This design comes from an exercise in tuning for small area, a short achievable clock period and few clock cycles on the open sky130 flow, not from production work.
Function was checked by simulation only, so behaviour that the tests miss may differ from the original.
Power figures rest on the tool's default switching activity, not on a simulated workload.

==> flow/config.mk <==
export PLATFORM = sky130hd
export DESIGN_NAME = levinson_top
export DESIGN_NICKNAME = levinson_top
export VERILOG_FILES = /design/flow/design.v
export SDC_FILE = /design/flow/constraint.sdc
export NUM_CORES = 8
export LEC_CHECK = 0
export ABC_AREA = 1
export CAP_MARGIN = 20
export CORE_MARGIN = 2
export CORE_UTILIZATION = 40
export CTS_CLUSTER_DIAMETER = 100
export CTS_CLUSTER_SIZE = 16
export PLACE_DENSITY = 0.6
export SLEW_MARGIN = 20
export TNS_END_PERCENT = 20
==> flow/constraint.sdc <==
create_clock -name core_clock -period 20.0 [get_ports {clock}]
set_input_delay 4.0000 -clock core_clock [delete_from_list [all_inputs] [get_ports {clock}]]
set_output_delay 4.0000 -clock core_clock [all_outputs]
set_load 0.01 [all_outputs]
==> flow/design.v <==
module bmul16(a, b, s, c);
	input [15:0] a, b;
	output [31:0] s, c;
	wire one0 = b[0] ^ 1'b0;
	wire two0 = (b[1] & ~b[0] & ~1'b0) | (~b[1] & b[0] & 1'b0);
	wire neg0 = b[1];
	wire pp0_0 = ((one0 & a[0]) | (two0 & 1'b0)) ^ neg0;
	wire pp0_1 = ((one0 & a[1]) | (two0 & a[0])) ^ neg0;
	wire pp0_2 = ((one0 & a[2]) | (two0 & a[1])) ^ neg0;
	wire pp0_3 = ((one0 & a[3]) | (two0 & a[2])) ^ neg0;
	wire pp0_4 = ((one0 & a[4]) | (two0 & a[3])) ^ neg0;
	wire pp0_5 = ((one0 & a[5]) | (two0 & a[4])) ^ neg0;
	wire pp0_6 = ((one0 & a[6]) | (two0 & a[5])) ^ neg0;
	wire pp0_7 = ((one0 & a[7]) | (two0 & a[6])) ^ neg0;
	wire pp0_8 = ((one0 & a[8]) | (two0 & a[7])) ^ neg0;
	wire pp0_9 = ((one0 & a[9]) | (two0 & a[8])) ^ neg0;
	wire pp0_10 = ((one0 & a[10]) | (two0 & a[9])) ^ neg0;
	wire pp0_11 = ((one0 & a[11]) | (two0 & a[10])) ^ neg0;
	wire pp0_12 = ((one0 & a[12]) | (two0 & a[11])) ^ neg0;
	wire pp0_13 = ((one0 & a[13]) | (two0 & a[12])) ^ neg0;
	wire pp0_14 = ((one0 & a[14]) | (two0 & a[13])) ^ neg0;
	wire pp0_15 = ((one0 & a[15]) | (two0 & a[14])) ^ neg0;
	wire pp0_16 = ((one0 & a[15]) | (two0 & a[15])) ^ neg0;
	wire ne0 = ~pp0_16;
	wire one1 = b[2] ^ b[1];
	wire two1 = (b[3] & ~b[2] & ~b[1]) | (~b[3] & b[2] & b[1]);
	wire neg1 = b[3];
	wire pp1_0 = ((one1 & a[0]) | (two1 & 1'b0)) ^ neg1;
	wire pp1_1 = ((one1 & a[1]) | (two1 & a[0])) ^ neg1;
	wire pp1_2 = ((one1 & a[2]) | (two1 & a[1])) ^ neg1;
	wire pp1_3 = ((one1 & a[3]) | (two1 & a[2])) ^ neg1;
	wire pp1_4 = ((one1 & a[4]) | (two1 & a[3])) ^ neg1;
	wire pp1_5 = ((one1 & a[5]) | (two1 & a[4])) ^ neg1;
	wire pp1_6 = ((one1 & a[6]) | (two1 & a[5])) ^ neg1;
	wire pp1_7 = ((one1 & a[7]) | (two1 & a[6])) ^ neg1;
	wire pp1_8 = ((one1 & a[8]) | (two1 & a[7])) ^ neg1;
	wire pp1_9 = ((one1 & a[9]) | (two1 & a[8])) ^ neg1;
	wire pp1_10 = ((one1 & a[10]) | (two1 & a[9])) ^ neg1;
	wire pp1_11 = ((one1 & a[11]) | (two1 & a[10])) ^ neg1;
	wire pp1_12 = ((one1 & a[12]) | (two1 & a[11])) ^ neg1;
	wire pp1_13 = ((one1 & a[13]) | (two1 & a[12])) ^ neg1;
	wire pp1_14 = ((one1 & a[14]) | (two1 & a[13])) ^ neg1;
	wire pp1_15 = ((one1 & a[15]) | (two1 & a[14])) ^ neg1;
	wire pp1_16 = ((one1 & a[15]) | (two1 & a[15])) ^ neg1;
	wire ne1 = ~pp1_16;
	wire one2 = b[4] ^ b[3];
	wire two2 = (b[5] & ~b[4] & ~b[3]) | (~b[5] & b[4] & b[3]);
	wire neg2 = b[5];
	wire pp2_0 = ((one2 & a[0]) | (two2 & 1'b0)) ^ neg2;
	wire pp2_1 = ((one2 & a[1]) | (two2 & a[0])) ^ neg2;
	wire pp2_2 = ((one2 & a[2]) | (two2 & a[1])) ^ neg2;
	wire pp2_3 = ((one2 & a[3]) | (two2 & a[2])) ^ neg2;
	wire pp2_4 = ((one2 & a[4]) | (two2 & a[3])) ^ neg2;
	wire pp2_5 = ((one2 & a[5]) | (two2 & a[4])) ^ neg2;
	wire pp2_6 = ((one2 & a[6]) | (two2 & a[5])) ^ neg2;
	wire pp2_7 = ((one2 & a[7]) | (two2 & a[6])) ^ neg2;
	wire pp2_8 = ((one2 & a[8]) | (two2 & a[7])) ^ neg2;
	wire pp2_9 = ((one2 & a[9]) | (two2 & a[8])) ^ neg2;
	wire pp2_10 = ((one2 & a[10]) | (two2 & a[9])) ^ neg2;
	wire pp2_11 = ((one2 & a[11]) | (two2 & a[10])) ^ neg2;
	wire pp2_12 = ((one2 & a[12]) | (two2 & a[11])) ^ neg2;
	wire pp2_13 = ((one2 & a[13]) | (two2 & a[12])) ^ neg2;
	wire pp2_14 = ((one2 & a[14]) | (two2 & a[13])) ^ neg2;
	wire pp2_15 = ((one2 & a[15]) | (two2 & a[14])) ^ neg2;
	wire pp2_16 = ((one2 & a[15]) | (two2 & a[15])) ^ neg2;
	wire ne2 = ~pp2_16;
	wire one3 = b[6] ^ b[5];
	wire two3 = (b[7] & ~b[6] & ~b[5]) | (~b[7] & b[6] & b[5]);
	wire neg3 = b[7];
	wire pp3_0 = ((one3 & a[0]) | (two3 & 1'b0)) ^ neg3;
	wire pp3_1 = ((one3 & a[1]) | (two3 & a[0])) ^ neg3;
	wire pp3_2 = ((one3 & a[2]) | (two3 & a[1])) ^ neg3;
	wire pp3_3 = ((one3 & a[3]) | (two3 & a[2])) ^ neg3;
	wire pp3_4 = ((one3 & a[4]) | (two3 & a[3])) ^ neg3;
	wire pp3_5 = ((one3 & a[5]) | (two3 & a[4])) ^ neg3;
	wire pp3_6 = ((one3 & a[6]) | (two3 & a[5])) ^ neg3;
	wire pp3_7 = ((one3 & a[7]) | (two3 & a[6])) ^ neg3;
	wire pp3_8 = ((one3 & a[8]) | (two3 & a[7])) ^ neg3;
	wire pp3_9 = ((one3 & a[9]) | (two3 & a[8])) ^ neg3;
	wire pp3_10 = ((one3 & a[10]) | (two3 & a[9])) ^ neg3;
	wire pp3_11 = ((one3 & a[11]) | (two3 & a[10])) ^ neg3;
	wire pp3_12 = ((one3 & a[12]) | (two3 & a[11])) ^ neg3;
	wire pp3_13 = ((one3 & a[13]) | (two3 & a[12])) ^ neg3;
	wire pp3_14 = ((one3 & a[14]) | (two3 & a[13])) ^ neg3;
	wire pp3_15 = ((one3 & a[15]) | (two3 & a[14])) ^ neg3;
	wire pp3_16 = ((one3 & a[15]) | (two3 & a[15])) ^ neg3;
	wire ne3 = ~pp3_16;
	wire one4 = b[8] ^ b[7];
	wire two4 = (b[9] & ~b[8] & ~b[7]) | (~b[9] & b[8] & b[7]);
	wire neg4 = b[9];
	wire pp4_0 = ((one4 & a[0]) | (two4 & 1'b0)) ^ neg4;
	wire pp4_1 = ((one4 & a[1]) | (two4 & a[0])) ^ neg4;
	wire pp4_2 = ((one4 & a[2]) | (two4 & a[1])) ^ neg4;
	wire pp4_3 = ((one4 & a[3]) | (two4 & a[2])) ^ neg4;
	wire pp4_4 = ((one4 & a[4]) | (two4 & a[3])) ^ neg4;
	wire pp4_5 = ((one4 & a[5]) | (two4 & a[4])) ^ neg4;
	wire pp4_6 = ((one4 & a[6]) | (two4 & a[5])) ^ neg4;
	wire pp4_7 = ((one4 & a[7]) | (two4 & a[6])) ^ neg4;
	wire pp4_8 = ((one4 & a[8]) | (two4 & a[7])) ^ neg4;
	wire pp4_9 = ((one4 & a[9]) | (two4 & a[8])) ^ neg4;
	wire pp4_10 = ((one4 & a[10]) | (two4 & a[9])) ^ neg4;
	wire pp4_11 = ((one4 & a[11]) | (two4 & a[10])) ^ neg4;
	wire pp4_12 = ((one4 & a[12]) | (two4 & a[11])) ^ neg4;
	wire pp4_13 = ((one4 & a[13]) | (two4 & a[12])) ^ neg4;
	wire pp4_14 = ((one4 & a[14]) | (two4 & a[13])) ^ neg4;
	wire pp4_15 = ((one4 & a[15]) | (two4 & a[14])) ^ neg4;
	wire pp4_16 = ((one4 & a[15]) | (two4 & a[15])) ^ neg4;
	wire ne4 = ~pp4_16;
	wire one5 = b[10] ^ b[9];
	wire two5 = (b[11] & ~b[10] & ~b[9]) | (~b[11] & b[10] & b[9]);
	wire neg5 = b[11];
	wire pp5_0 = ((one5 & a[0]) | (two5 & 1'b0)) ^ neg5;
	wire pp5_1 = ((one5 & a[1]) | (two5 & a[0])) ^ neg5;
	wire pp5_2 = ((one5 & a[2]) | (two5 & a[1])) ^ neg5;
	wire pp5_3 = ((one5 & a[3]) | (two5 & a[2])) ^ neg5;
	wire pp5_4 = ((one5 & a[4]) | (two5 & a[3])) ^ neg5;
	wire pp5_5 = ((one5 & a[5]) | (two5 & a[4])) ^ neg5;
	wire pp5_6 = ((one5 & a[6]) | (two5 & a[5])) ^ neg5;
	wire pp5_7 = ((one5 & a[7]) | (two5 & a[6])) ^ neg5;
	wire pp5_8 = ((one5 & a[8]) | (two5 & a[7])) ^ neg5;
	wire pp5_9 = ((one5 & a[9]) | (two5 & a[8])) ^ neg5;
	wire pp5_10 = ((one5 & a[10]) | (two5 & a[9])) ^ neg5;
	wire pp5_11 = ((one5 & a[11]) | (two5 & a[10])) ^ neg5;
	wire pp5_12 = ((one5 & a[12]) | (two5 & a[11])) ^ neg5;
	wire pp5_13 = ((one5 & a[13]) | (two5 & a[12])) ^ neg5;
	wire pp5_14 = ((one5 & a[14]) | (two5 & a[13])) ^ neg5;
	wire pp5_15 = ((one5 & a[15]) | (two5 & a[14])) ^ neg5;
	wire pp5_16 = ((one5 & a[15]) | (two5 & a[15])) ^ neg5;
	wire ne5 = ~pp5_16;
	wire one6 = b[12] ^ b[11];
	wire two6 = (b[13] & ~b[12] & ~b[11]) | (~b[13] & b[12] & b[11]);
	wire neg6 = b[13];
	wire pp6_0 = ((one6 & a[0]) | (two6 & 1'b0)) ^ neg6;
	wire pp6_1 = ((one6 & a[1]) | (two6 & a[0])) ^ neg6;
	wire pp6_2 = ((one6 & a[2]) | (two6 & a[1])) ^ neg6;
	wire pp6_3 = ((one6 & a[3]) | (two6 & a[2])) ^ neg6;
	wire pp6_4 = ((one6 & a[4]) | (two6 & a[3])) ^ neg6;
	wire pp6_5 = ((one6 & a[5]) | (two6 & a[4])) ^ neg6;
	wire pp6_6 = ((one6 & a[6]) | (two6 & a[5])) ^ neg6;
	wire pp6_7 = ((one6 & a[7]) | (two6 & a[6])) ^ neg6;
	wire pp6_8 = ((one6 & a[8]) | (two6 & a[7])) ^ neg6;
	wire pp6_9 = ((one6 & a[9]) | (two6 & a[8])) ^ neg6;
	wire pp6_10 = ((one6 & a[10]) | (two6 & a[9])) ^ neg6;
	wire pp6_11 = ((one6 & a[11]) | (two6 & a[10])) ^ neg6;
	wire pp6_12 = ((one6 & a[12]) | (two6 & a[11])) ^ neg6;
	wire pp6_13 = ((one6 & a[13]) | (two6 & a[12])) ^ neg6;
	wire pp6_14 = ((one6 & a[14]) | (two6 & a[13])) ^ neg6;
	wire pp6_15 = ((one6 & a[15]) | (two6 & a[14])) ^ neg6;
	wire pp6_16 = ((one6 & a[15]) | (two6 & a[15])) ^ neg6;
	wire ne6 = ~pp6_16;
	wire one7 = b[14] ^ b[13];
	wire two7 = (b[15] & ~b[14] & ~b[13]) | (~b[15] & b[14] & b[13]);
	wire neg7 = b[15];
	wire pp7_0 = ((one7 & a[0]) | (two7 & 1'b0)) ^ neg7;
	wire pp7_1 = ((one7 & a[1]) | (two7 & a[0])) ^ neg7;
	wire pp7_2 = ((one7 & a[2]) | (two7 & a[1])) ^ neg7;
	wire pp7_3 = ((one7 & a[3]) | (two7 & a[2])) ^ neg7;
	wire pp7_4 = ((one7 & a[4]) | (two7 & a[3])) ^ neg7;
	wire pp7_5 = ((one7 & a[5]) | (two7 & a[4])) ^ neg7;
	wire pp7_6 = ((one7 & a[6]) | (two7 & a[5])) ^ neg7;
	wire pp7_7 = ((one7 & a[7]) | (two7 & a[6])) ^ neg7;
	wire pp7_8 = ((one7 & a[8]) | (two7 & a[7])) ^ neg7;
	wire pp7_9 = ((one7 & a[9]) | (two7 & a[8])) ^ neg7;
	wire pp7_10 = ((one7 & a[10]) | (two7 & a[9])) ^ neg7;
	wire pp7_11 = ((one7 & a[11]) | (two7 & a[10])) ^ neg7;
	wire pp7_12 = ((one7 & a[12]) | (two7 & a[11])) ^ neg7;
	wire pp7_13 = ((one7 & a[13]) | (two7 & a[12])) ^ neg7;
	wire pp7_14 = ((one7 & a[14]) | (two7 & a[13])) ^ neg7;
	wire pp7_15 = ((one7 & a[15]) | (two7 & a[14])) ^ neg7;
	wire pp7_16 = ((one7 & a[15]) | (two7 & a[15])) ^ neg7;
	wire ne7 = ~pp7_16;
	wire s1 = pp0_10 ^ pp1_8;
	wire c2 = pp0_10 & pp1_8;
	wire s3 = pp0_11 ^ pp1_9;
	wire c4 = pp0_11 & pp1_9;
	wire s5 = pp0_12 ^ pp1_10 ^ pp2_8;
	wire c6 = (pp0_12 & pp1_10) | (pp0_12 & pp2_8) | (pp1_10 & pp2_8);
	wire s7 = pp3_6 ^ pp4_4;
	wire c8 = pp3_6 & pp4_4;
	wire s9 = pp0_13 ^ pp1_11 ^ pp2_9;
	wire c10 = (pp0_13 & pp1_11) | (pp0_13 & pp2_9) | (pp1_11 & pp2_9);
	wire s11 = pp3_7 ^ pp4_5;
	wire c12 = pp3_7 & pp4_5;
	wire s13 = pp0_14 ^ pp1_12 ^ pp2_10;
	wire c14 = (pp0_14 & pp1_12) | (pp0_14 & pp2_10) | (pp1_12 & pp2_10);
	wire s15 = pp3_8 ^ pp4_6 ^ pp5_4;
	wire c16 = (pp3_8 & pp4_6) | (pp3_8 & pp5_4) | (pp4_6 & pp5_4);
	wire s17 = pp6_2 ^ pp7_0;
	wire c18 = pp6_2 & pp7_0;
	wire s19 = pp0_15 ^ pp1_13 ^ pp2_11;
	wire c20 = (pp0_15 & pp1_13) | (pp0_15 & pp2_11) | (pp1_13 & pp2_11);
	wire s21 = pp3_9 ^ pp4_7 ^ pp5_5;
	wire c22 = (pp3_9 & pp4_7) | (pp3_9 & pp5_5) | (pp4_7 & pp5_5);
	wire s23 = pp6_3 ^ pp7_1;
	wire c24 = pp6_3 & pp7_1;
	wire s25 = ne0 ^ pp1_14 ^ pp2_12;
	wire c26 = (ne0 & pp1_14) | (ne0 & pp2_12) | (pp1_14 & pp2_12);
	wire s27 = pp3_10 ^ pp4_8 ^ pp5_6;
	wire c28 = (pp3_10 & pp4_8) | (pp3_10 & pp5_6) | (pp4_8 & pp5_6);
	wire s29 = pp6_4 ^ pp7_2 ^ 1'b1;
	wire c30 = (pp6_4 & pp7_2) | (pp6_4 & 1'b1) | (pp7_2 & 1'b1);
	wire s31 = pp1_15 ^ pp2_13 ^ pp3_11;
	wire c32 = (pp1_15 & pp2_13) | (pp1_15 & pp3_11) | (pp2_13 & pp3_11);
	wire s33 = pp4_9 ^ pp5_7 ^ pp6_5;
	wire c34 = (pp4_9 & pp5_7) | (pp4_9 & pp6_5) | (pp5_7 & pp6_5);
	wire s35 = pp7_3 ^ 1'b1;
	wire c36 = pp7_3 & 1'b1;
	wire s37 = ne1 ^ pp2_14 ^ pp3_12;
	wire c38 = (ne1 & pp2_14) | (ne1 & pp3_12) | (pp2_14 & pp3_12);
	wire s39 = pp4_10 ^ pp5_8 ^ pp6_6;
	wire c40 = (pp4_10 & pp5_8) | (pp4_10 & pp6_6) | (pp5_8 & pp6_6);
	wire s41 = pp2_15 ^ pp3_13 ^ pp4_11;
	wire c42 = (pp2_15 & pp3_13) | (pp2_15 & pp4_11) | (pp3_13 & pp4_11);
	wire s43 = pp5_9 ^ pp6_7;
	wire c44 = pp5_9 & pp6_7;
	wire s45 = ne2 ^ pp3_14 ^ pp4_12;
	wire c46 = (ne2 & pp3_14) | (ne2 & pp4_12) | (pp3_14 & pp4_12);
	wire s47 = pp3_15 ^ pp4_13;
	wire c48 = pp3_15 & pp4_13;
	wire s49 = pp0_6 ^ pp1_4;
	wire c50 = pp0_6 & pp1_4;
	wire s51 = pp0_7 ^ pp1_5;
	wire c52 = pp0_7 & pp1_5;
	wire s53 = pp0_8 ^ pp1_6 ^ pp2_4;
	wire c54 = (pp0_8 & pp1_6) | (pp0_8 & pp2_4) | (pp1_6 & pp2_4);
	wire s55 = pp3_2 ^ pp4_0;
	wire c56 = pp3_2 & pp4_0;
	wire s57 = pp0_9 ^ pp1_7 ^ pp2_5;
	wire c58 = (pp0_9 & pp1_7) | (pp0_9 & pp2_5) | (pp1_7 & pp2_5);
	wire s59 = pp3_3 ^ pp4_1;
	wire c60 = pp3_3 & pp4_1;
	wire s61 = s1 ^ pp2_6 ^ pp3_4;
	wire c62 = (s1 & pp2_6) | (s1 & pp3_4) | (pp2_6 & pp3_4);
	wire s63 = pp4_2 ^ pp5_0 ^ neg5;
	wire c64 = (pp4_2 & pp5_0) | (pp4_2 & neg5) | (pp5_0 & neg5);
	wire s65 = c2 ^ s3 ^ pp2_7;
	wire c66 = (c2 & s3) | (c2 & pp2_7) | (s3 & pp2_7);
	wire s67 = pp3_5 ^ pp4_3 ^ pp5_1;
	wire c68 = (pp3_5 & pp4_3) | (pp3_5 & pp5_1) | (pp4_3 & pp5_1);
	wire s69 = c4 ^ s5 ^ s7;
	wire c70 = (c4 & s5) | (c4 & s7) | (s5 & s7);
	wire s71 = pp5_2 ^ pp6_0 ^ neg6;
	wire c72 = (pp5_2 & pp6_0) | (pp5_2 & neg6) | (pp6_0 & neg6);
	wire s73 = c6 ^ c8 ^ s9;
	wire c74 = (c6 & c8) | (c6 & s9) | (c8 & s9);
	wire s75 = s11 ^ pp5_3 ^ pp6_1;
	wire c76 = (s11 & pp5_3) | (s11 & pp6_1) | (pp5_3 & pp6_1);
	wire s77 = c10 ^ c12 ^ s13;
	wire c78 = (c10 & c12) | (c10 & s13) | (c12 & s13);
	wire s79 = s15 ^ s17 ^ neg7;
	wire c80 = (s15 & s17) | (s15 & neg7) | (s17 & neg7);
	wire s81 = c14 ^ c16 ^ c18;
	wire c82 = (c14 & c16) | (c14 & c18) | (c16 & c18);
	wire s83 = s19 ^ s21 ^ s23;
	wire c84 = (s19 & s21) | (s19 & s23) | (s21 & s23);
	wire s85 = c20 ^ c22 ^ c24;
	wire c86 = (c20 & c22) | (c20 & c24) | (c22 & c24);
	wire s87 = s25 ^ s27 ^ s29;
	wire c88 = (s25 & s27) | (s25 & s29) | (s27 & s29);
	wire s89 = c26 ^ c28 ^ c30;
	wire c90 = (c26 & c28) | (c26 & c30) | (c28 & c30);
	wire s91 = s31 ^ s33 ^ s35;
	wire c92 = (s31 & s33) | (s31 & s35) | (s33 & s35);
	wire s93 = c32 ^ c34 ^ c36;
	wire c94 = (c32 & c34) | (c32 & c36) | (c34 & c36);
	wire s95 = s37 ^ s39 ^ pp7_4;
	wire c96 = (s37 & s39) | (s37 & pp7_4) | (s39 & pp7_4);
	wire s97 = c38 ^ c40 ^ s41;
	wire c98 = (c38 & c40) | (c38 & s41) | (c40 & s41);
	wire s99 = s43 ^ pp7_5 ^ 1'b1;
	wire c100 = (s43 & pp7_5) | (s43 & 1'b1) | (pp7_5 & 1'b1);
	wire s101 = c42 ^ c44 ^ s45;
	wire c102 = (c42 & c44) | (c42 & s45) | (c44 & s45);
	wire s103 = pp5_10 ^ pp6_8 ^ pp7_6;
	wire c104 = (pp5_10 & pp6_8) | (pp5_10 & pp7_6) | (pp6_8 & pp7_6);
	wire s105 = c46 ^ s47 ^ pp5_11;
	wire c106 = (c46 & s47) | (c46 & pp5_11) | (s47 & pp5_11);
	wire s107 = pp6_9 ^ pp7_7 ^ 1'b1;
	wire c108 = (pp6_9 & pp7_7) | (pp6_9 & 1'b1) | (pp7_7 & 1'b1);
	wire s109 = c48 ^ ne3 ^ pp4_14;
	wire c110 = (c48 & ne3) | (c48 & pp4_14) | (ne3 & pp4_14);
	wire s111 = pp5_12 ^ pp6_10 ^ pp7_8;
	wire c112 = (pp5_12 & pp6_10) | (pp5_12 & pp7_8) | (pp6_10 & pp7_8);
	wire s113 = pp4_15 ^ pp5_13 ^ pp6_11;
	wire c114 = (pp4_15 & pp5_13) | (pp4_15 & pp6_11) | (pp5_13 & pp6_11);
	wire s115 = pp7_9 ^ 1'b1;
	wire c116 = pp7_9 & 1'b1;
	wire s117 = ne4 ^ pp5_14 ^ pp6_12;
	wire c118 = (ne4 & pp5_14) | (ne4 & pp6_12) | (pp5_14 & pp6_12);
	wire s119 = pp5_15 ^ pp6_13;
	wire c120 = pp5_15 & pp6_13;
	wire s121 = pp0_4 ^ pp1_2;
	wire c122 = pp0_4 & pp1_2;
	wire s123 = pp0_5 ^ pp1_3;
	wire c124 = pp0_5 & pp1_3;
	wire s125 = s49 ^ pp2_2 ^ pp3_0;
	wire c126 = (s49 & pp2_2) | (s49 & pp3_0) | (pp2_2 & pp3_0);
	wire s127 = c50 ^ s51 ^ pp2_3;
	wire c128 = (c50 & s51) | (c50 & pp2_3) | (s51 & pp2_3);
	wire s129 = c52 ^ s53 ^ s55;
	wire c130 = (c52 & s53) | (c52 & s55) | (s53 & s55);
	wire s131 = c54 ^ c56 ^ s57;
	wire c132 = (c54 & c56) | (c54 & s57) | (c56 & s57);
	wire s133 = c58 ^ c60 ^ s61;
	wire c134 = (c58 & c60) | (c58 & s61) | (c60 & s61);
	wire s135 = c62 ^ c64 ^ s65;
	wire c136 = (c62 & c64) | (c62 & s65) | (c64 & s65);
	wire s137 = c66 ^ c68 ^ s69;
	wire c138 = (c66 & c68) | (c66 & s69) | (c68 & s69);
	wire s139 = c70 ^ c72 ^ s73;
	wire c140 = (c70 & c72) | (c70 & s73) | (c72 & s73);
	wire s141 = c74 ^ c76 ^ s77;
	wire c142 = (c74 & c76) | (c74 & s77) | (c76 & s77);
	wire s143 = c78 ^ c80 ^ s81;
	wire c144 = (c78 & c80) | (c78 & s81) | (c80 & s81);
	wire s145 = c82 ^ c84 ^ s85;
	wire c146 = (c82 & c84) | (c82 & s85) | (c84 & s85);
	wire s147 = c86 ^ c88 ^ s89;
	wire c148 = (c86 & c88) | (c86 & s89) | (c88 & s89);
	wire s149 = c90 ^ c92 ^ s93;
	wire c150 = (c90 & c92) | (c90 & s93) | (c92 & s93);
	wire s151 = c94 ^ c96 ^ s97;
	wire c152 = (c94 & c96) | (c94 & s97) | (c96 & s97);
	wire s153 = c98 ^ c100 ^ s101;
	wire c154 = (c98 & c100) | (c98 & s101) | (c100 & s101);
	wire s155 = c102 ^ c104 ^ s105;
	wire c156 = (c102 & c104) | (c102 & s105) | (c104 & s105);
	wire s157 = c106 ^ c108 ^ s109;
	wire c158 = (c106 & c108) | (c106 & s109) | (c108 & s109);
	wire s159 = c110 ^ c112 ^ s113;
	wire c160 = (c110 & c112) | (c110 & s113) | (c112 & s113);
	wire s161 = c114 ^ c116 ^ s117;
	wire c162 = (c114 & c116) | (c114 & s117) | (c116 & s117);
	wire s163 = c118 ^ s119 ^ pp7_11;
	wire c164 = (c118 & s119) | (c118 & pp7_11) | (s119 & pp7_11);
	wire s165 = c120 ^ ne5 ^ pp6_14;
	wire c166 = (c120 & ne5) | (c120 & pp6_14) | (ne5 & pp6_14);
	wire s167 = pp6_15 ^ pp7_13;
	wire c168 = pp6_15 & pp7_13;
	wire s169 = pp0_2 ^ pp1_0;
	wire c170 = pp0_2 & pp1_0;
	wire s171 = pp0_3 ^ pp1_1;
	wire c172 = pp0_3 & pp1_1;
	wire s173 = s121 ^ pp2_0 ^ neg2;
	wire c174 = (s121 & pp2_0) | (s121 & neg2) | (pp2_0 & neg2);
	wire s175 = c122 ^ s123 ^ pp2_1;
	wire c176 = (c122 & s123) | (c122 & pp2_1) | (s123 & pp2_1);
	wire s177 = c124 ^ s125 ^ neg3;
	wire c178 = (c124 & s125) | (c124 & neg3) | (s125 & neg3);
	wire s179 = c126 ^ s127 ^ pp3_1;
	wire c180 = (c126 & s127) | (c126 & pp3_1) | (s127 & pp3_1);
	wire s181 = c128 ^ s129 ^ neg4;
	wire c182 = (c128 & s129) | (c128 & neg4) | (s129 & neg4);
	wire s183 = c130 ^ s131 ^ s59;
	wire c184 = (c130 & s131) | (c130 & s59) | (s131 & s59);
	wire s185 = c132 ^ s133 ^ s63;
	wire c186 = (c132 & s133) | (c132 & s63) | (s133 & s63);
	wire s187 = c134 ^ s135 ^ s67;
	wire c188 = (c134 & s135) | (c134 & s67) | (s135 & s67);
	wire s189 = c136 ^ s137 ^ s71;
	wire c190 = (c136 & s137) | (c136 & s71) | (s137 & s71);
	wire s191 = c138 ^ s139 ^ s75;
	wire c192 = (c138 & s139) | (c138 & s75) | (s139 & s75);
	wire s193 = c140 ^ s141 ^ s79;
	wire c194 = (c140 & s141) | (c140 & s79) | (s141 & s79);
	wire s195 = c142 ^ s143 ^ s83;
	wire c196 = (c142 & s143) | (c142 & s83) | (s143 & s83);
	wire s197 = c144 ^ s145 ^ s87;
	wire c198 = (c144 & s145) | (c144 & s87) | (s145 & s87);
	wire s199 = c146 ^ s147 ^ s91;
	wire c200 = (c146 & s147) | (c146 & s91) | (s147 & s91);
	wire s201 = c148 ^ s149 ^ s95;
	wire c202 = (c148 & s149) | (c148 & s95) | (s149 & s95);
	wire s203 = c150 ^ s151 ^ s99;
	wire c204 = (c150 & s151) | (c150 & s99) | (s151 & s99);
	wire s205 = c152 ^ s153 ^ s103;
	wire c206 = (c152 & s153) | (c152 & s103) | (s153 & s103);
	wire s207 = c154 ^ s155 ^ s107;
	wire c208 = (c154 & s155) | (c154 & s107) | (s155 & s107);
	wire s209 = c156 ^ s157 ^ s111;
	wire c210 = (c156 & s157) | (c156 & s111) | (s157 & s111);
	wire s211 = c158 ^ s159 ^ s115;
	wire c212 = (c158 & s159) | (c158 & s115) | (s159 & s115);
	wire s213 = c160 ^ s161 ^ pp7_10;
	wire c214 = (c160 & s161) | (c160 & pp7_10) | (s161 & pp7_10);
	wire s215 = c162 ^ s163 ^ 1'b1;
	wire c216 = (c162 & s163) | (c162 & 1'b1) | (s163 & 1'b1);
	wire s217 = c164 ^ s165 ^ pp7_12;
	wire c218 = (c164 & s165) | (c164 & pp7_12) | (s165 & pp7_12);
	wire s219 = c166 ^ s167 ^ 1'b1;
	wire c220 = (c166 & s167) | (c166 & 1'b1) | (s167 & 1'b1);
	wire s221 = c168 ^ ne6 ^ pp7_14;
	wire c222 = (c168 & ne6) | (c168 & pp7_14) | (ne6 & pp7_14);
	wire s223 = pp7_15 ^ 1'b1;
	wire c224 = pp7_15 & 1'b1;
	assign s = {1'b1, c224, c222, c220, c218, c216, c214, c212, c210, c208, c206, c204, c202, c200, c198, c196, c194, c192, c190, c188, c186, c184, c182, c180, c178, c176, c174, c172, c170, s169, pp0_1, pp0_0};
	assign c = {1'b0, ne7, s223, s221, s219, s217, s215, s213, s211, s209, s207, s205, s203, s201, s199, s197, s195, s193, s191, s189, s187, s185, s183, s181, s179, s177, s175, s173, s171, neg1, 1'b0, neg0};
endmodule
`timescale 1ns / 1ps
module levinson_top(clock, reset, start, done,
	scratch_mem_read_addr, scratch_mem_in,
	scratch_mem_write_addr, scratch_mem_out, scratch_mem_write_en);
	input clock, reset, start;
	output done;
	output [11:0] scratch_mem_read_addr;
	input [31:0] scratch_mem_in;
	output [11:0] scratch_mem_write_addr;
	output [31:0] scratch_mem_out;
	output scratch_mem_write_en;
	localparam [31:0] MAX32 = 32'h7fff_ffff;
	localparam [31:0] MIN32 = 32'h8000_0000;
	localparam [2:0] T_NONE = 3'd0, T_KK = 3'd1, T_AL = 3'd2, T_I1 = 3'd3,
	                 T_I2 = 3'd4, T_FI = 3'd5, T_U = 3'd6, T_S = 3'd7;
	localparam [2:0] C_NONE = 3'd0, C_AL = 3'd2, C_I1 = 3'd3, C_I2 = 3'd4,
	                 C_FI = 3'd5, C_NXT = 3'd6;
	localparam [1:0] M_IDLE = 2'd0, M_RUN = 2'd1, M_RST = 2'd2;
	function [31:0] sadd;    
		input [31:0] a, b;
		reg [31:0] s;
		begin
			s = a + b;
			if (a[31] == b[31] && s[31] != a[31])
				sadd = a[31] ? MIN32 : MAX32;
			else
				sadd = s;
		end
	endfunction
	function [31:0] fmt;     
		input [31:0] x;
		fmt = {x[31:16], 1'b0, x[15:1]};
	endfunction
	function [31:0] comp;    
		input [31:0] x;
		comp = {x[31:16], x[14:0], 1'b0};
	endfunction
	function [4:0] nrm;      
		input [31:0] x;
		reg [31:0] v;
		reg [15:0] a1;  reg [15:0] c1;         
		reg [7:0] a2;   reg [15:0] c2;         
		reg [3:0] a3;   reg [11:0] c3;         
		reg [1:0] a4;   reg [7:0] c4;          
		integer i;
		begin
			v = {x[31:1] ^ x[30:0], 1'b1};
			for (i = 0; i < 16; i = i + 1) begin
				a1[i] = v[2*i+1] | v[2*i];
				c1[i] = ~v[2*i+1];
			end
			for (i = 0; i < 8; i = i + 1) begin
				a2[i] = a1[2*i+1] | a1[2*i];
				c2[2*i +: 2] = a1[2*i+1] ? {1'b0, c1[2*i+1]} : {1'b1, c1[2*i]};
			end
			for (i = 0; i < 4; i = i + 1) begin
				a3[i] = a2[2*i+1] | a2[2*i];
				c3[3*i +: 3] = a2[2*i+1] ? {1'b0, c2[4*i+2 +: 2]} : {1'b1, c2[4*i +: 2]};
			end
			for (i = 0; i < 2; i = i + 1) begin
				a4[i] = a3[2*i+1] | a3[2*i];
				c4[4*i +: 4] = a3[2*i+1] ? {1'b0, c3[6*i+3 +: 3]} : {1'b1, c3[6*i +: 3]};
			end
			nrm = a4[1] ? {1'b0, c4[7:4]} : {1'b1, c4[3:0]};
			if (x == 32'd0) nrm = 5'd0;
		end
	endfunction
	function [4:0] shl4s;    
		input [31:0] x;
		begin
			if (x[31] != x[30]) shl4s = 5'b00001;
			else if (x[31] != x[29]) shl4s = 5'b00010;
			else if (x[31] != x[28]) shl4s = 5'b00100;
			else if (x[31] != x[27]) shl4s = 5'b01000;
			else shl4s = 5'b10000;
		end
	endfunction
	function [11:0] bufa;    
		input b;
		input [3:0] idx;
		bufa = {4'h1, b ? 4'h5 : 4'h3, idx};
	endfunction
	reg [1:0] mode;
	reg p0, p1, p2;
	reg ma_lo, mb_lo, t_lm, a_ld, sh_k, ng_s;
	reg [4:0] amtk;           
	reg t0pos;                
	reg pro;                  
	reg [3:0] it;             
	reg lit;                  
	reg [2:0] jat, jbt, jct;
	reg [3:0] jak, jbk, jck, jrk;
	reg ja_l, jb_l, jc_l;     
	reg r_u, r_s, r_s0, r_sl, r_al, r_i2, r_fi;
	reg [2:0] ch;             
	reg [2:0] chw;            
	reg [3:0] nu, ns;         
	reg [3:0] ul, sl;         
	reg [3:0] du;             
	reg sfirst;
	reg uf1, uf2, uf3, sf1, sf2;
	reg young;                
	reg f1, f2, f3, f4;       
	reg t1, t2;               
	reg unst;
	reg [3:0] dcnt;           
	reg [15:0] rem;
	reg [5:0] ec;             
	wire [5:0] ecn = ec + 6'd1;
	reg e6, e7, e10, e13, e16, e39, ew1, ew2;
	reg [3:0] rcn;            
	reg [3:0] wm;
	reg [4:0] s4;
	reg sa_acc, sa_sum, sa_sh4, sb_ad, sb_acc, sb_mi;
	reg [31:0] X, Y, H, AD, acc, sum, K, alp, inv, MI;
	reg [31:0] ms, mc, T;
	reg [4:0] ex;
	reg [11:0] ra, wa;
	reg [31:0] wd;
	reg we, done_r;
	assign scratch_mem_read_addr = ra;
	assign scratch_mem_write_addr = wa;
	assign scratch_mem_out = wd;
	assign scratch_mem_write_en = we;
	assign done = done_r;
	wire [15:0] ma = ma_lo ? X[15:0] : X[31:16];
	wire [15:0] mb = mb_lo ? Y[15:0] : Y[31:16];
	wire [31:0] mps, mpc;
	bmul16 i_mul(.a(ma), .b(mb), .s(mps), .c(mpc));
	wire [31:0] P = ms + mc;
	wire p_big = (P == 32'h4000_0000);
	wire p_small = (P[31:3] == 29'd0) && (P[2:0] != 3'd0);
	wire [15:0] mq = p_small ? P[15:0] : (p_big ? 16'h7fff : P[30:15]);
	wire [31:0] t_next = t_lm ? (p_big ? MAX32 : {P[30:0], 1'b0}) : {{15{mq[15]}}, mq, 1'b0};
	wire [31:0] acc_next = a_ld ? T : sadd(acc, T);
	wire [4:0] lz = nrm(acc);
	wire [4:0] lzk = nrm(K);
	wire [31:0] sh_out = (sh_k ? K : acc) << (sh_k ? amtk : lz);
	wire [31:0] shl2_acc = (acc[31] != acc[30]) ? acc :
	                       ((acc[31] != acc[29]) ? {acc[30:0], 1'b0} : {acc[29:0], 2'b0});
	wire [31:0] ng_in = ng_s ? sum : acc;
	wire [31:0] ng_raw = ~ng_in + 32'd1;
	wire [31:0] ng_out = (ng_in == MIN32) ? MAX32 : ng_raw;
	wire [1:0] s2 = (acc[31] != acc[30]) ? 2'd0 : ((acc[31] != acc[29]) ? 2'd1 : 2'd2);
	wire [31:0] neg_shl2 = (shl2_acc == MIN32) ? MAX32 :
	                       ((s2 == 2'd0) ? ng_raw : ((s2 == 2'd1) ? {ng_raw[30:0], 1'b0} : {ng_raw[29:0], 2'b0}));
	wire [31:0] sh4 = ({32{s4[0]}} & sum) | ({32{s4[1]}} & {sum[30:0], 1'b0}) |
	                  ({32{s4[2]}} & {sum[29:0], 2'b0}) | ({32{s4[3]}} & {sum[28:0], 3'b0}) |
	                  ({32{s4[4]}} & {sum[27:0], 4'b0});
	wire [31:0] oa = ({32{sa_acc}} & acc) | ({32{sa_sum}} & sum) | ({32{sa_sh4}} & sh4);
	wire [31:0] ob = ({32{sb_ad}} & comp(AD)) | ({32{sb_acc}} & acc) | ({32{sb_mi}} & comp(MI));
	wire [31:0] o_raw = oa + ob;
	wire o_ovf = (oa[31] == ob[31]) && (o_raw[31] != oa[31]);
	wire [31:0] o_sum = o_ovf ? (oa[31] ? MIN32 : MAX32) : o_raw;
	wire [16:0] rnd_y = (sum[31] == sum[30]) ? sum[30:14] : sum[31:15];    
	wire [15:0] rnd_hi = (rnd_y[16:1] == 16'h7fff && rnd_y[0]) ? 16'h7fff : rnd_y[16:1] + {15'd0, rnd_y[0]};
	wire [31:0] kk_post = {1'b0, ~(acc[31] ? ng_out[30:0] : acc[30:0])};    
	wire [31:0] i1_post = (acc == MIN32) ? 32'hffff_ffff :
	                      (acc[31] ? MAX32 : {1'b0, ~acc[30:0]});           
	wire u_avail = (ul != 4'd0);
	wire s_avail = (sl != 4'd0);
	wire [1:0] recent = {1'b0, uf1} + {1'b0, uf2} + {1'b0, uf3};
	wire s_ready = s_avail && (sfirst ? !young : (du >= {2'b0, recent}));
	wire fin_ok = !s_avail && !sf1 && !sf2;
	reg [2:0] dt;
	reg [3:0] dk;
	always @(*) begin
		dt = T_NONE;
		dk = 4'd0;
		if (ch == C_NXT) begin
			if (chw == 3'd0)
				dt = (it == 4'd9) ? T_U : T_KK;
		end else if (ch != C_NONE && chw == 3'd0 && (ch != C_FI || fin_ok)) begin
			dt = ch;
		end else if (u_avail && du < 4'd3) begin
			dt = T_U; dk = nu;
		end else if (s_ready) begin
			dt = T_S; dk = ns;
		end else if (u_avail) begin
			dt = T_U; dk = nu;
		end
	end
	wire signed [15:0] kh = K[31:16];
	wire k_unst = (kh > 16'sd32750) || (kh < -16'sd32750);
	wire [15:0] den = alp[31:16];
	wire [16:0] s1t = {rem, 1'b0} - {1'b0, den};
	wire [15:0] s1r = s1t[16] ? {rem[14:0], 1'b0} : s1t[15:0];
	wire [16:0] s2t = {s1r, 1'b0} - {1'b0, den};
	wire [15:0] s2r = s2t[16] ? {s1r[14:0], 1'b0} : s2t[15:0];
	wire [3:0] um = it - 4'd1 - jck;    
	wire [3:0] rm = it - 4'd1 - jrk;    
	wire run = (mode == M_RUN);
	wire rst_m = (mode == M_RST);
	wire w_u = run & p2 & r_u & ~lit;                    
	wire w_f3 = run & p2 & f3;                           
	wire w_f4 = run & p0 & f4;                           
	wire w_lw = run & lit & ((p1 & ew1) | (p2 & ew2));   
	wire w_mi = (run & p0 & lit & (e10 | e13)) | (rst_m & rcn >= 4'd3);
	wire w_4k = (run & p0 & lit & e16) | (rst_m & rcn == 4'd0);
	always @(posedge clock)
		wd <= ({32{w_u}} & fmt(o_sum)) | ({32{w_f3}} & fmt({{4{K[31]}}, K[31:4]})) |
		      ({32{w_f4}} & {{16{K[31]}}, K[31:16]}) | ({32{w_lw}} & {{16{inv[15]}}, inv[15:0]}) |
		      ({32{w_mi}} & MI) | {19'd0, w_4k, 12'd0};
	wire s_os = run & ((p2 & r_s) | (p0 & t1) | (p2 & r_u & lit));
	wire s_ab = run & p1 & t2;
	wire s_10 = run & p2 & lit & e6;
	wire s_0 = run & p1 & pro;
	always @(posedge clock)
		if (s_os | s_ab | s_10 | s_0)
			sum <= ({32{s_os}} & o_sum) | ({32{s_ab}} & fmt(sum[31] ? ng_out : sum)) |
			       ({32{s_10}} & {{4{K[31]}}, K[31:5], 1'b0});
	wire k_fi = run & p2 & r_fi;
	wire k_f2 = run & p1 & f2;
	always @(posedge clock)
		if (k_fi | k_f2)
			K <= ({32{k_fi}} & (t0pos ? neg_shl2 : shl2_acc)) | ({32{k_f2}} & sh_out);
	wire ld = run & p2;
	wire x_k = (jbt == T_KK) | (jbt == T_U);
	wire x_a = (jbt == T_AL) | (jbt == T_I1);
	wire x_i = (jbt == T_I2);
	wire x_s = (jbt == T_FI);
	wire x_h = (jbt == T_S);
	wire y_k = (jbt == T_KK);
	wire y_kk = (jbt == T_AL);
	wire y_i = (jbt == T_I1) | (jbt == T_I2) | ((jbt == T_FI) & ~r_i2);
	wire y_a = (jbt == T_FI) & r_i2;
	wire y_m = (jbt == T_U) | (jbt == T_S);
	always @(posedge clock)
		if (ld & (jbt != T_NONE)) begin
			X <= ({32{x_k}} & fmt(K)) | ({32{x_a}} & alp) | ({32{x_i}} & fmt(i1_post)) |
			     ({32{x_s}} & sum) | ({32{x_h}} & H);
			Y <= ({32{y_k}} & fmt(K)) | ({32{y_kk}} & fmt(kk_post)) | ({32{y_i}} & inv) |
			     ({32{y_a}} & fmt(acc)) | ({32{y_m}} & MI);
		end
	always @(posedge clock) begin
		ms <= mps;
		mc <= mpc;
		T <= t_next;
		acc <= acc_next;
		MI <= scratch_mem_in;
		AD <= MI;                 
		we <= 1'b0;
		done_r <= 1'b0;
		wa <= bufa(it[0], rm);
		ra <= bufa(~it[0], um);
		rem <= (dcnt == 4'd8) ? s1r : s2r;
		if (dcnt != 4'd0) begin
			dcnt <= dcnt - 4'd1;
			if (dcnt == 4'd8) begin
				inv <= {15'd0, ~s1t[16], 16'd0};
			end else begin
				inv[31:16] <= {inv[29:16], ~s1t[16], ~s2t[16]};
			end
		end
		case (mode)
		M_IDLE: begin
			ra <= start ? 12'd273 : 12'd272;    
			mode <= start ? M_RUN : M_IDLE;
			pro <= start;
			p0 <= 1'b0; p1 <= 1'b1; p2 <= 1'b0;
			ma_lo <= 1'b0; mb_lo <= 1'b1; t_lm <= 1'b1; a_ld <= 1'b0;
			sh_k <= 1'b1; ng_s <= 1'b1;
			it <= 4'd0;
			lit <= 1'b0;
			ch <= C_I1;
			chw <= 3'd1;
			nu <= 4'd0; ns <= 4'd0; ul <= 4'd0; sl <= 4'd0; du <= 4'd0;
			sfirst <= 1'b1;
			uf1 <= 1'b0; uf2 <= 1'b0; uf3 <= 1'b0; sf1 <= 1'b0; sf2 <= 1'b0;
			young <= 1'b0;
			jat <= T_NONE; jbt <= T_NONE; jct <= T_NONE;
			r_u <= 1'b0; r_s <= 1'b0; r_s0 <= 1'b0; r_sl <= 1'b0;
			r_al <= 1'b0; r_i2 <= 1'b0; r_fi <= 1'b0;
			f1 <= 1'b0; f2 <= 1'b0; f3 <= 1'b0; f4 <= 1'b0;
			t1 <= 1'b0; t2 <= 1'b0;
			ec <= 6'd0;
			e6 <= 1'b0; e7 <= 1'b0; e10 <= 1'b0; e13 <= 1'b0; e16 <= 1'b0; e39 <= 1'b0;
			ew1 <= 1'b0; ew2 <= 1'b0;
			sa_acc <= 1'b0; sa_sum <= 1'b0; sa_sh4 <= 1'b0;
			sb_ad <= 1'b0; sb_acc <= 1'b0; sb_mi <= 1'b0;
		end
		M_RST: begin
			rcn <= rcn + 4'd1;
			if (rcn < 4'd10) ra <= 12'd321 + {8'd0, rcn};
			else ra <= 12'd358 + {8'd0, rcn};      
			if (rcn == 4'd0) begin
				we <= 1'b1; wa <= 12'd784;
			end else if (rcn >= 4'd3 && rcn <= 4'd12) begin
				we <= 1'b1; wa <= 12'd782 + {8'd0, rcn};
			end else if (rcn >= 4'd13) begin
				we <= 1'b1; wa <= 12'd339 + {8'd0, rcn};
			end
			if (rcn == 4'd14) done_r <= 1'b1;
			if (rcn == 4'd15) begin
				mode <= M_IDLE;
				ra <= 12'd272;
			end
		end
		default: begin    
			p0 <= p2; p1 <= p0; p2 <= p1;
			ma_lo <= ~(p0 | p2); a_ld <= p1 & ~p0;
			mb_lo <= ~(p1 | p2); t_lm <= p0 & ~p2; sh_k <= p0 & ~p1;
			ng_s <= p0 | (p1 & p2);
			if (lit) ec <= ecn;
			e6 <= lit && ecn == 6'd6;
			e7 <= lit && ecn == 6'd7;
			e10 <= lit && ecn == 6'd10;
			e13 <= lit && ecn == 6'd13;
			e16 <= lit && ecn == 6'd16;
			e39 <= lit && ecn == 6'd39;
			ew1 <= lit && (ecn == 6'd8 || (ecn >= 6'd14 && ecn <= 6'd38));
			ew2 <= lit && (ecn == 6'd9 || (ecn >= 6'd15 && ecn <= 6'd39));
			sa_acc <= p1 & r_u;
			sa_sum <= p1 & r_s & ~r_s0;
			sb_ad <= p1 & r_u;
			sb_acc <= p1 & r_s;
			sa_sh4 <= p2 & ~lit;
			sb_mi <= p2 & ~lit;
			if (p0) begin
				if (jat == T_S) ra <= 12'd273 + {8'd0, jak};
				if (r_sl) ra <= 12'd273 + {8'd0, it};
				if (jbt == T_S) H <= MI;
				if (f1) begin
					amtk <= (ex < lzk) ? ex : lzk;
					f1 <= 1'b0;
					f2 <= 1'b1;
				end
				if (t1) begin
					t1 <= 1'b0;
					t2 <= 1'b1;
				end
				if (f4) begin
					we <= 1'b1;
					wa <= 12'd351 + {8'd0, it};
					f4 <= 1'b0;
					if (unst) begin
						mode <= M_RST;
						rcn <= 4'd0;
						dcnt <= 4'd0;
					end
				end
				if (lit) begin
					inv[15:0] <= rnd_hi;     
					if (e7) ra <= 12'd352;
					if (e10) ra <= 12'd353;
					if (e10 || e13) begin
						we <= 1'b1;
						wa <= e10 ? 12'd368 : 12'd369;
					end
					if (e16) begin
						we <= 1'b1;
						wa <= 12'd784;
					end
				end
			end
			if (p1) begin
				if (jct == T_U) ra <= bufa(~it[0], um);
				if (t2) begin
					t0pos <= !sum[31] && (sum != 32'd0);
					t2 <= 1'b0;
				end
				if (f2) begin
					f2 <= 1'b0;
					f3 <= 1'b1;
				end
				if (lit && ew1) begin
					we <= 1'b1;
					wa <= {4'h3, 4'h1, wm};       
				end
				if (pro) begin
					s4 <= 5'b00001;
					t1 <= 1'b1;
				end
			end
			if (p2) begin
				if (jat == T_U) ra <= bufa(~it[0], jak + 4'd1);
				else if (jat == T_S) ra <= bufa(it[0], it - jak);
				if (r_u) begin
					if (lit) begin
						wm <= 4'd9 - jrk;
					end else begin
						we <= 1'b1;
						wa <= bufa(it[0], rm);
					end
				end
				if (r_s) begin
					s4 <= o_ovf ? 5'b00001 : shl4s(o_raw);
					if (r_sl) t1 <= 1'b1;
				end
				if (r_al) begin
					alp <= fmt(sh_out);
					ex <= ({1'b0, ex} + {1'b0, lz} > 6'd31) ? 5'd31 : ex + lz;
					dcnt <= 4'd8;
					rem <= 16'h3fff;
				end
				if (r_i2) inv <= fmt(acc);
				if (r_fi) begin
					f1 <= 1'b1;
				end
				if (f3) begin
					we <= 1'b1;
					wa <= bufa(it[0], it);
					unst <= (it >= 4'd2) && k_unst;
					f3 <= 1'b0;
					f4 <= 1'b1;
				end
				if (pro) begin
					pro <= 1'b0;
					alp <= MI;           
					ex <= 5'd0;
					dcnt <= 4'd8;
					rem <= 16'h3fff;
				end
				if (lit) begin
					if (e6) begin
						wm <= 4'd10;
					end
					if (ew2) begin
						we <= 1'b1;
						wa <= {4'h1, 4'h4, wm};       
					end
					if (e39) done_r <= 1'b1;
				end
				jrk <= jck;
				r_u <= (jct == T_U);
				r_s <= (jct == T_S);
				r_s0 <= (jct == T_S) && (jck == 4'd0);
				r_sl <= (jct == T_S) && jc_l;
				r_al <= (jct == T_AL);
				r_i2 <= (jct == T_I2);
				r_fi <= (jct == T_FI);
				jct <= jbt; jck <= jbk; jc_l <= jb_l;
				jbt <= jat; jbk <= jak; jb_l <= ja_l;
				jat <= dt; jak <= dk; ja_l <= (dt == T_S) && (sl == 4'd1);
				uf3 <= uf2; uf2 <= uf1; uf1 <= (dt == T_U);
				sf2 <= sf1; sf1 <= (dt == T_S);
				young <= 1'b0;
				if (ch == C_NXT) begin
					if (chw == 3'd0) begin
						it <= it + 4'd1;
						ns <= 4'd0;
						sfirst <= 1'b1;
						young <= 1'b1;
						if (it == 4'd9) begin
							lit <= 1'b1;
							nu <= 4'd1;
							ul <= 4'd8;
							sl <= 4'd0;
							du <= 4'd1;
							ch <= C_NONE;
							ec <= 6'd1;
						end else begin
							nu <= 4'd0;
							ul <= it;
							sl <= it + 4'd1;
							du <= 4'd0;
							ch <= C_AL;
							chw <= 3'd1;
						end
					end else
						chw <= chw - 3'd1;
				end else if (dt == ch && ch != C_NONE) begin
					case (ch)
					C_AL: begin ch <= C_I1; chw <= 3'd4; end
					C_I1: begin ch <= C_I2; chw <= 3'd1; end
					C_I2: begin ch <= C_FI; chw <= 3'd1; end
					default: begin ch <= C_NXT; chw <= 3'd2; end
					endcase
				end else begin
					if (chw != 3'd0) chw <= chw - 3'd1;
					if (dt == T_U) begin
						nu <= nu + 4'd1;
						ul <= ul - 4'd1;
						du <= du + 4'd1;
					end
					if (dt == T_S) begin
						ns <= ns + 4'd1;
						sl <= sl - 4'd1;
						du <= du - 4'd1;
						sfirst <= 1'b0;
					end
				end
				if (lit && e39) begin
					mode <= M_IDLE;
					ra <= 12'd272;
				end
			end
		end
		endcase
		if (reset) begin
			mode <= M_IDLE;
			ra <= 12'd272;
			we <= 1'b0;
			done_r <= 1'b0;
		end
	end
endmodule
==> flow/flow/run.sh <==
#!/bin/bash
set -euo pipefail
bash standard.sh SETUP_SLACK_MARGIN=15 finish > standard.log 2>&1
==> flow/standard.sh <==
#!/bin/bash
# synth_recipe.tcl (not shown) runs the flow's synth.tcl, then flattens the netlist and writes it again
# the make line also repeats each setting of config.mk as NAME=value (left out here)
make -C /OpenROAD-flow-scripts/flow DESIGN_CONFIG=/design/flow/config.mk WORK_HOME=/design/flow/orfs CLKGATE_MAP_FILE= SYNTH_SCRIPT=/design/flow/synth_recipe.tcl "${@:-finish}"
==> impl_metrics.ini, run 1 <==
[sta]
finalSetupTns_ns = 0
hold_violations = 0
min_period_over_period_pct = 25.9
max_slew.worst_pin.slew_ns = 1.28
rsz0062_at_grt = true
setup_violations = 0
slew_headroom_pct = 14.7
max_clock_freq_mhz = 193
worst_slack_ns = 14.82
slew_viol_final = 0
skew_ns = 0.0347
period_needed_ns = 5.18

[finish]
nets = 6963
multiInputGateArea_um2 = 28700
register_area_um2 = 15600
drive_gt1_share_pct = 7.24
fillers = 12400
area_delta_synth_final_pct = 9.95

[power_and_ir_drop]
switching_share_pct = 54.2
p_sw_mw = 4.51
internal-power_mw = 3.81
power_frac_seq_pct = 21.7
clock_power_share_pct = 12.2
powerDensity_nw_per_um2 = 157
p_comb_share_pct = 66.2
leakage_nw = 23.3
vdd_drop_max_mv = 0.0954

[cts]
clkTransAtPathRegs_ns = 0.08
clock_path_buffers = 3
root_buffer = clkbuf_16
htreeDepth = 2
cts_made_buffers = 48
cts_tree = yes
clkSinkCount = 615
clk_latency_ns = 0.69
cts_hold_buf = 0

[setup_path]
cp-start-kind = flip-flop
cp_slowest_cell = dfxtp_4
crit_arrival_ns = 1.18
cp-end-kind = primary output
cpPeakStageDelay_ns = 0.38
r2r_slack_ns = 14.84
crit_family = flip-flops
critPathBufInv = 1
crit_chain = buf_6
cp.required_ns = 16.00
critPathKind = flip-flop to primary output
cp_max_fo = 1

[detailed_routing]
drt_wl_total_mm = 257
drt_iter0_markers = 6458
wire_per_inst_um = 31.2
drc = 0
drt.antenna.violating_nets = 0
vias = 50400
first_pass_iters = 14
vias_per_cell = 6.11

[placed_design]
place.gp.congestion = 1.09
port_buffers = 83
post-place-ws_ns = 12.70
dp_hpwl_mm = 199

[floorplan]
num_rows = 127
core_area_um2 = 120000
die_w_um = 351
fp.dieH_um = 351
ios = 93
start_util_pct = 40.2
dieArea_um2 = 123000

[grt]
grt_usage_pct = 40.7
grt_max_degree = 71
first_global_vias = 46600
antenna_found_initial = 17
grt_pass1_wl_mm = 355
overflow = 0

[yosys]
synth.distinct_cells = 76
synth-edff-count = 325
yosysTopAreaCell = edfxtp_1
synth.most_common_cell = nand2_1
synthDominantCellAreaShare_pct = 20.3
syn_inst = 6549
synth_common_cells = nand2_1 (1494), inv_1 (702), nor2_1 (545)
async_flop_share_pct = 0
syn_area_per_cell_um2 = 7.34
syn_area_um2 = 48100
synth_warnings = 1
seq_area_frac_synth_pct = 32.4
synthTopCellsByArea = edfxtp_1 (20%), dfxtp_1 (12%), nand2_1 (12%)
ys_seq_elements = 615
ys.flop_type = edfxtp_1

[job]
cap_violations = 0

[hold_path]
hp-class = flip-flop to flip-flop

[outcome]
status = complete, no violations
[metal layers]
layer	track usage, %	share of wire, %	up-vias
li1	-	-	22500
met1	50.5	39	24400
met2	61.0	42	2773
met3	8.89	9.2	710
met4	32.9	9.7	2
met5	0	0.0043	-
[final timing paths]
path / start / to / cells after the start
setup reg to reg: acc[30] / K[29] / 17
hold reg to reg: MI[3] / AD[3] / 0
hold / removal: MI[3] / AD[3] / 0
setup / recovery: wd[9] / scratch_mem_out[9] / 1
[cell families (layout without fill, tap and decap cells)]
| family | after synthesis | after routing | share of synthesized area, % |
|---|---|---|---|
| xor gates and xnor gates | 295 | 295 | 5.37 |
| other | 2 | 21 | 0.0156 |
| AOI/OAI and AO/OA | 1513 | 1513 | 19.3 |
| muxes | 11 | 11 | 0.229 |
| and+or+nand+nor | 2724 | 2725 | 23.7 |
| adders and majority gates | 346 | 346 | 10.5 |
| buffers and inverters | 1043 | 1104 | 8.54 |
| DFF | 615 | 615 | 32.4 |
[through the flow]
step | total power, mW | utilization [%] | hold slack, ns | cell area, um2 | std cells
floorplan | 5.30 | - | 0.347 | 48100 | 6556
global placement | 7.05 | 42.5 | 0.353 | 50900 | 8100
detailed placement | 7.07 | 42.5 | 0.369 | 50900 | 8100
CTS | 8.10 | 43.8 | 0.376 | 52400 | 8199
global route | 8.85 | 44.2 | 0.395 | 52800 | 8231
finish | 8.31 | 44.2 | 0.379 | 52900 | 8242
[what timing repair did]
| item | in CTS | in global routing |
|---|---|---|
| hold endpoints to repair | 0 | 0 |
| gates cloned | 1 | 2 |
| pin swaps | 3 | 9 |
| resized for setup | 256 | 64 |
| setup buffers | 12 | 27 |
| endpoints found under the setup margin | 156 | 178 |
[area by class of cell]
cell class,count,area share [%]
multi-input combinational,4899,54.3
timing repair buffer,270,4.08
antenna,12,0.0568
sequential,615,29.5
timing repair inverter,2,0.0308
clock buffer,73,2.49
tap,1612,3.82
inverter,746,5.36
clock inverter,13,0.341
[cells in the final DEF (no fill, tap or decap), types with 18 or more instances in the layout]
cell type	netlist	routed
buf_4	15	183
buf_2	43	33
a21oi_1	345	341
inv_1	702	686
nand4_1	55	55
a31oi_1	40	37
o2111ai_1	22	21
o221ai_1	80	79
a22oi_1	42	42
clkinv_1	18	18
clkbuf_16	0	48
a221oi_1	63	63
o31ai_1	23	23
o22ai_1	244	244
dfxtp_1	290	274
o211ai_1	105	105
nor3_1	56	55
xor2_1	230	230
fa_1	93	92
nor2_1	545	537
ha_1	253	251
o21ai_1	60	75
edfxtp_1	325	325
nand2_1	1494	1489
or2_2	27	27
xnor2_1	65	65
inv_2	26	34
a21o_1	22	22
o21ai_0	386	365
clkdlybuf4s50_1	0	34
nand3_1	464	457
clkbuf_1	206	22
nor4_1	23	22
[power by group through the flow]
stage | registers (mW) | logic [mW] | clock network, mW
2_1_floorplan | 1.78 | 3.51 | 0
3_3_place_gp | 1.82 | 5.23 | 0
3_5_place_dp | 1.82 | 5.25 | 0
4_1_cts | 1.79 | 5.28 | 1.02
5_1_grt | 1.82 | 5.97 | 1.06
6_report | 1.80 | 5.50 | 1.01
Testbench counts, summed over its fixed seeds: cycles 1,370,400.
==> run 2: changes to the inputs <==
--- a/flow/config.mk
+++ b/flow/config.mk
@@ -14,3 +14,2 @@
 export PLACE_DENSITY = 0.6
 export SLEW_MARGIN = 20
-export TNS_END_PERCENT = 20
==> impl_metrics.ini, run 2 <==
[outcome]
status = complete, no violations

[grt]
antenna_found_initial = 17
overflow = 0
grt_pass1_wl_mm = 356
first_global_vias = 46600
grt_usage_pct = 40.8
grt_max_degree = 71

[setup_path]
critPathBufInv = 1
cp_max_fo = 1
critPathKind = flip-flop to primary output
crit_arrival_ns = 1.18
crit_chain = buf_6
cp-start-kind = flip-flop
cp.required_ns = 16.00
cp_slowest_cell = dfxtp_4
cp-end-kind = primary output
crit_family = flip-flops
cpPeakStageDelay_ns = 0.39

[finish]
drive_gt1_share_pct = 7.62
register_area_um2 = 15600
fillers = 12400
layout_common_cells = nand2_1 (1488), inv_1 (685), nor2_1 (537)
final_util_pct = 44.3
multiInputGateArea_um2 = 28700
nets = 6958
layout_commonest_cell = nand2_1
area_delta_synth_final_pct = 10.3

[yosys]
ys.flop_type = edfxtp_1
synth.distinct_cells = 76
seq_area_frac_synth_pct = 32.4
synth-edff-count = 325
synth_warnings = 1
syn_area_um2 = 48100
synthDominantCellAreaShare_pct = 20.3
syn_inst = 6549
synth_common_cells = nand2_1 (1494), inv_1 (702), nor2_1 (545)
synthTopCellsByArea = edfxtp_1 (20%), dfxtp_1 (12%), nand2_1 (12%)
ys_seq_elements = 615
async_flop_share_pct = 0
syn_area_per_cell_um2 = 7.34
yosysTopAreaCell = edfxtp_1
synth.most_common_cell = nand2_1

[cts]
clk_latency_ns = 0.71
clkTransAtPathRegs_ns = 0.08
cts_made_buffers = 48
clkSinkCount = 615
clock_path_buffers = 3
cts_hold_buf = 0
cts_tree = yes
root_buffer = clkbuf_16
htreeDepth = 2

[floorplan]
dieArea_um2 = 123000
ios = 93
start_util_pct = 40.2
fp.dieH_um = 351
core_area_um2 = 120000
num_rows = 127
die_w_um = 351

[sta]
max_slew.worst_pin.slew_ns = 1.29
min_period_over_period_pct = 25.9
setup_violations = 0
skew_ns = 0.0416
slew_viol_final = 0
period_needed_ns = 5.18
max_clock_freq_mhz = 193
finalSetupTns_ns = 0
slew_headroom_pct = 13.7
rsz0062_at_grt = true
hold_violations = 0

[detailed_routing]
first_pass_iters = 6
drc = 0
drt.antenna.violating_nets = 0
drt_iter0_markers = 6634
vias_per_cell = 6.13
vias = 50500
drt_wl_total_mm = 257
wire_per_inst_um = 31.2

[hold_path]
hp-class = flip-flop to flip-flop

[placed_design]
place.gp.congestion = 1.09
dp_hpwl_mm = 199
port_buffers = 83

[power_and_ir_drop]
vdd_drop_max_mv = 0.0957
leakage_nw = 23.3
powerDensity_nw_per_um2 = 157

[job]
cap_violations = 0
run 2: cell counts after synthesis:
Identical to the previous run, type by type.
run 2: final timing paths:
check / startpoint / end / slack (ns) / depth (start not counted)
worst min register to register: MI[3] / AD[3] / 0.38 / 0
worst max-delay path: wd[9] / scratch_mem_out[9] / 14.82 / 1
worst max register to register: acc[30] / K[8] / 15.10 / 15
worst min-delay path: MI[3] / AD[3] / 0.38 / 0
run 2: per-layer routing:
| layer | wire length [um] | track usage (%) | up-vias |
|---|---|---|---|
| li1 | - | - | 22500 |
| met1 | 98600 | 50.6 | 24300 |
| met2 | 110000 | 61.2 | 3027 |
| met3 | 24600 | 9.02 | 717 |
| met4 | 24300 | 32.6 | 4 |
| met5 | 24 | 0 | - |
run 2: logic make-up (layout without fill, tap and decap cells):
family / Yosys count / in the layout / synth area share, %
muxes: 11 / 11 / 0.229
AOI/OAI and AO/OA: 1513 / 1513 / 19.3
adders and majority gates: 346 / 346 / 10.5
other: 2 / 20 / 0.0156
DFF: 615 / 615 / 32.4
buffers and inverters: 1043 / 1099 / 8.54
xor gates and xnor gates: 295 / 295 / 5.37
and+or+nand+nor: 2724 / 2725 / 23.7
run 2: repair_timing:
| action | CTS | global route |
|---|---|---|
| pin swaps | 4 | 7 |
| resized for setup | 310 | 74 |
| buffers inserted | 13 | 21 |
| hold endpoints to repair | 0 | 0 |
| setup endpoints to repair | 156 | 176 |
| gates cloned | 2 | 1 |
run 2: area by class of cell:
class	instances	share of cell area (%)
diodes	11	0.0519
multi-input cells	4899	54.2
clock buffers	73	2.48
repair inverters	2	0.0260
well taps	1612	3.80
flip-flops and latches	615	29.5
inverters	746	5.34
clock inverters	13	0.340
repair buffers	265	4.32
run 2: where the power goes:
group          internal [mW]  switching (mW)
registers               1.63           0.170
clock network          0.479           0.538
logic                   1.70            3.80
run 2: metrics by stage:
step | total power, mW | cells | setup WS [ns] | hold WS (ns) | cell area (um2)
final | 8.32 | 8236 | 14.82 | 0.376 | 53000
after global routing | 8.85 | 8226 | 14.82 | 0.395 | 53000
after CTS | 8.11 | 8201 | 14.80 | 0.376 | 52600
after detailed placement | 7.07 | 8100 | 12.70 | 0.369 | 50900
after global placement | 7.05 | 8100 | 12.53 | 0.353 | 50900
after floorplan | 5.30 | 6556 | 15.55 | 0.347 | 48100

what the ideal ports hide:
The results above use ideal ports. As a check the final layouts listed here were re-extracted and re-timed, cells and wires unchanged. Step 1: set_driving_cell puts a clkbuf_16 on clock and a buf_2 on each other input, an assumption about the parent block. Step 2 adds t to the input delays and takes it off the output delays; t is the mean of the earliest and latest rising clock arrival at the registers after step 1. Input paths then give back, and output paths get back, about the clock's delay inside the block. Three values: no drivers, after step 1, after step 2; two values: the first two.
run | t, ns | setup WS [ns] | worst register clock-pin slew, ns
run 1 | 0.758 | 14.820 / 14.740 / 14.705 | 0.10 / 0.10
run 2 | 0.764 | 14.816 / 14.735 / 14.710 | 0.09 / 0.09
After both steps setup and hold are still met in every run listed. The setup slack of run 1, which loses most, moves by -0.080 ns with the drivers and by -0.115 ns with both steps.
